Source: an optimization exercise on an open RTL-to-GDS flow (aim: small area). Production flows keep margins and buffers that such runs may drop. Only simulation tests tie the RTL to the original design; equivalence was not proved. Power is estimated from default activity; no workload was simulated.

// core
module core (
    input wire          clk,
    input wire          a_rst,
    input wire          i_mem_rdy,
    input wire[15:0]    i_mem_data,
    output wire[15:0]   i_mem_adr
);
reg [1:0]  pipe_status;
reg        halt_flag;
reg [1:0]  fe_status;    
reg [15:0] ir;
reg [14:0] pc;           
reg [3:0]  qp0;
reg [15:0] ex_result;
reg [3:0]  ex_rd;
reg [1:0]  ex_ws;        
wire ws_reg = ~ex_ws[1] &  ex_ws[0];
wire ws_qp  =  ex_ws[1] & ~ex_ws[0];
wire ws_pc  =  ex_ws[1] &  ex_ws[0];
wire ex_selected = ex_ws[1] | ex_ws[0];
wire top0       = ~ir[15] & ~ir[14] & ~ir[13] & ~ir[12];
wire maybe_movr = ir[6] & ir[5] & ir[4];
wire maybe_movi = ir[14] & ir[13] & ir[12];
wire is_alu_rr_q = top0 & ir[7] & ~maybe_movr;
wire is_alu_ri_q = ir[15] & ~maybe_movi;
wire is_alu_r_r  = top0 & ir[7] & maybe_movr;
wire is_alu_i_r  = ir[15] & maybe_movi;
wire is_jump_r   = top0 & ~ir[7] & ~ir[6];
wire is_ld       = ~ir[15] & ~ir[14] & ir[13] & ~ir[12];
wire is_ld_q     = is_ld & ir[8];
wire is_mem      = ~ir[15] & ir[14];
wire is_ld_mem   = is_mem & ir[13];
wire is_stop     = top0 & (ir[7:0] == 8'h00);
wire sel_b       = is_mem | is_ld | ir[15];
wire [2:0] sel_alu = is_alu_rr_q ? ir[6:4] : (is_alu_ri_q ? ir[14:12] : {3{is_ld}});
wire rd_is_front = ~(is_alu_r_r | is_alu_i_r | is_jump_r);
wire [3:0] id_sel_rd = is_ld_mem ? ir[11:8] : ir[3:0];
wire bs = ~is_mem;
wire fe_jump  = top0 & ~ir[7] & ~ir[6] & ~ir[5];
wire fe_wait  = fe_status[1] & ~fe_status[0];
wire fe_valid = fe_status[1] & fe_status[0];
wire hold_clr = ws_pc & (pipe_status[0] | pipe_status[1]);
wire status_next_wait = (fe_wait | (fe_jump & fe_valid) | halt_flag) & ~hold_clr;
wire fe_hold  = status_next_wait | ~i_mem_rdy;
wire fetch_rdy = fe_valid & ~fe_hold;
always @(posedge clk or negedge a_rst) begin
    if (~a_rst) begin
        fe_status <= 2'b00;
    end else if (fe_status[1]) begin
        fe_status <= {1'b1, ~status_next_wait};
    end else begin
        fe_status <= {~fe_hold, ~fe_hold};
    end
end
  ...
export LEC_CHECK = 0
export CAP_MARGIN = 5
export CORE_MARGIN = 2
export CORE_UTILIZATION = 40
export GPL_TIMING_DRIVEN = 0
export PLACE_DENSITY = 0.6
export SLEW_MARGIN = 5
create_clock -name core_clock -period 8.0 [get_ports {clk}]
standard.sh (not shown) runs the stock make flow with config.mk's settings and CLKGATE_MAP_FILE= SYNTH_SCRIPT=/design/flow/synth_recipe.tcl, a recipe that flattens the netlist after the stock synthesis.
==> flow/flow/run.sh <==
#!/bin/bash
# Standard synthesis, then an area-oriented re-mapping of its combinational logic (flip-flops
# untouched), then the standard layout from floorplan to finish.
set -euo pipefail
# Clock tree: no dummy loads, larger sink clusters of clkbuf_16. Port buffers: buf_1.
export CTS_ARGS="-sink_clustering_enable -repair_clock_nets -dont_use_dummy_load -buf_list sky130_fd_sc_hd__clkbuf_16 -sink_clustering_size 25 -sink_clustering_max_diameter 80"
export BUFFER_PORTS_ARGS="-buffer_cell sky130_fd_sc_hd__buf_1"
R=orfs/results/$FLOW_PLATFORM/core/base
bash standard.sh synth > synth.log 2>&1
cp $R/1_2_yosys.v $R/1_2_yosys_std.v
REMAP_LIB=$FLOW_HOME/platforms/$FLOW_PLATFORM/lib/sky130_fd_sc_hd__tt_025C_1v80.lib \
REMAP_SEQ=flow/seqcells.txt REMAP_IN=$R/1_2_yosys_std.v REMAP_OUT=$R/1_2_yosys.v REMAP_STAT=remap \
REMAP_ABC=flow/area.abc REMAP_DONT_USE="*probe* *lpflow*" \
  yosys -c flow/remap.tcl > remap.log 2>&1
touch $R/1_2_yosys.v
# Layout with the platform's don't-use list plus the larger buffers, so that repairs use small ones.
DONT_USE="sky130_fd_sc_hd__probe_p_8 sky130_fd_sc_hd__probec_p_8 sky130_fd_sc_hd__lpflow_*"
DONT_USE="$DONT_USE sky130_fd_sc_hd__buf_6 sky130_fd_sc_hd__buf_8 sky130_fd_sc_hd__buf_12 sky130_fd_sc_hd__buf_16"
DONT_USE="$DONT_USE sky130_fd_sc_hd__bufbuf_* sky130_fd_sc_hd__bufinv_*"
bash standard.sh "DONT_USE_CELLS=$DONT_USE" finish > layout.log 2>&1
==> flow/flow/area.abc <==
strash
&get -n
&st
&dch
&nf -R 1000
&put
strash
&get -n
&st
&dch -f
&nf -R 1000
&put
strash
&get -n
&st
&dch
&nf -R 1000
&put
strash
&get -n
&st
&dch -f
&nf -R 1000
&put
strash
&get -n
&st
&dch
&nf -R 1000
&put
strash
&get -n
&st
&dch -f
&nf -R 1000
&put

==> flow/flow/remap.tcl <==
# Re-maps the combinational logic of the standard synthesis's netlist for area.
# The flip-flops stay as they are: same instances, names and cell types.
yosys -import
set lib $::env(REMAP_LIB)
set seq [split [string trim [read [open $::env(REMAP_SEQ)]]] "\n"]
read_liberty -ignore_miss_func -ignore_miss_dir $lib
read_verilog $::env(REMAP_IN)
hierarchy -top $::env(FLOW_TOP)
foreach c $seq { catch { blackbox $c } }
flatten
opt_clean -purge
tee -o $::env(REMAP_STAT).before.stat stat
set dont {}
foreach c $::env(REMAP_DONT_USE) { lappend dont -dont_use $c }
abc -liberty $lib {*}$dont -script $::env(REMAP_ABC)
opt_clean -purge
hilomap -singleton -hicell sky130_fd_sc_hd__conb_1 HI -locell sky130_fd_sc_hd__conb_1 LO
splitnets
opt_clean -purge
tee -o $::env(REMAP_STAT).after.stat stat -liberty $lib
write_verilog -noattr -noexpr -nohex -nodec $::env(REMAP_OUT)
Other scripts of this flow, unchanged in this note and not shown: flow/flow/seqcells.txt
Change:
--- a/flow/flow/run.sh
+++ b/flow/flow/run.sh
@@ -16,5 +16 @@
-# Layout with the platform's don't-use list plus the larger buffers, so that repairs use small ones.
-DONT_USE="sky130_fd_sc_hd__probe_p_8 sky130_fd_sc_hd__probec_p_8 sky130_fd_sc_hd__lpflow_*"
-DONT_USE="$DONT_USE sky130_fd_sc_hd__buf_6 sky130_fd_sc_hd__buf_8 sky130_fd_sc_hd__buf_12 sky130_fd_sc_hd__buf_16"
-DONT_USE="$DONT_USE sky130_fd_sc_hd__bufbuf_* sky130_fd_sc_hd__bufinv_*"
-bash standard.sh "DONT_USE_CELLS=$DONT_USE" finish > layout.log 2>&1
+bash standard.sh > layout.log 2>&1
==> flow/flow/area.abc (replaced) <==
strash
&get -n
&st
&dch
&nf -R 1000
&put
strash
&get -n
&st
&dch
&nf -R 1000
&put
Utilization grows by 0.95 points. Design area grows by 2.9%. Maximum frequency grows by 4.5%. Clock power grows by 3.5%. Cell count grows by 3.7%. Synthesized area grows by 1.5%. Synthesized cell count grows by 4.7%. Via count grows by 2.7%. Count of clock-buffer cells in the layout grows by 1. Global-route usage is about the same.

==> re-timing with driven ports <==
The flow's constraints put no driver on any port. The routed layouts listed below were extracted and timed again, unchanged, in two steps.
Step 1: set_driving_cell puts a clkbuf_16 on clk and a buf_2 on each other input, an assumption about the parent block.
Step 2 adds t to the input delays and takes it off the output delays; t is the mean of the earliest and latest rising clock arrival at the registers after step 1. Input paths then give back, and output paths get back, about the clock's delay inside the block.
a / b / c = ideal / step 1 / step 2; a / b = the first two.
run	shift t [ns]	setup WS [ns]	worst setup path at the end	latest minus earliest clock arrival (ns)
the first run	0.575	0.855 / 0.855 / 0.855	register to register	0.038 / 0.039
the second run	0.581	1.160 / 1.160 / 1.160	register to register	0.049 / 0.049
After both steps every run listed still meets setup and hold.
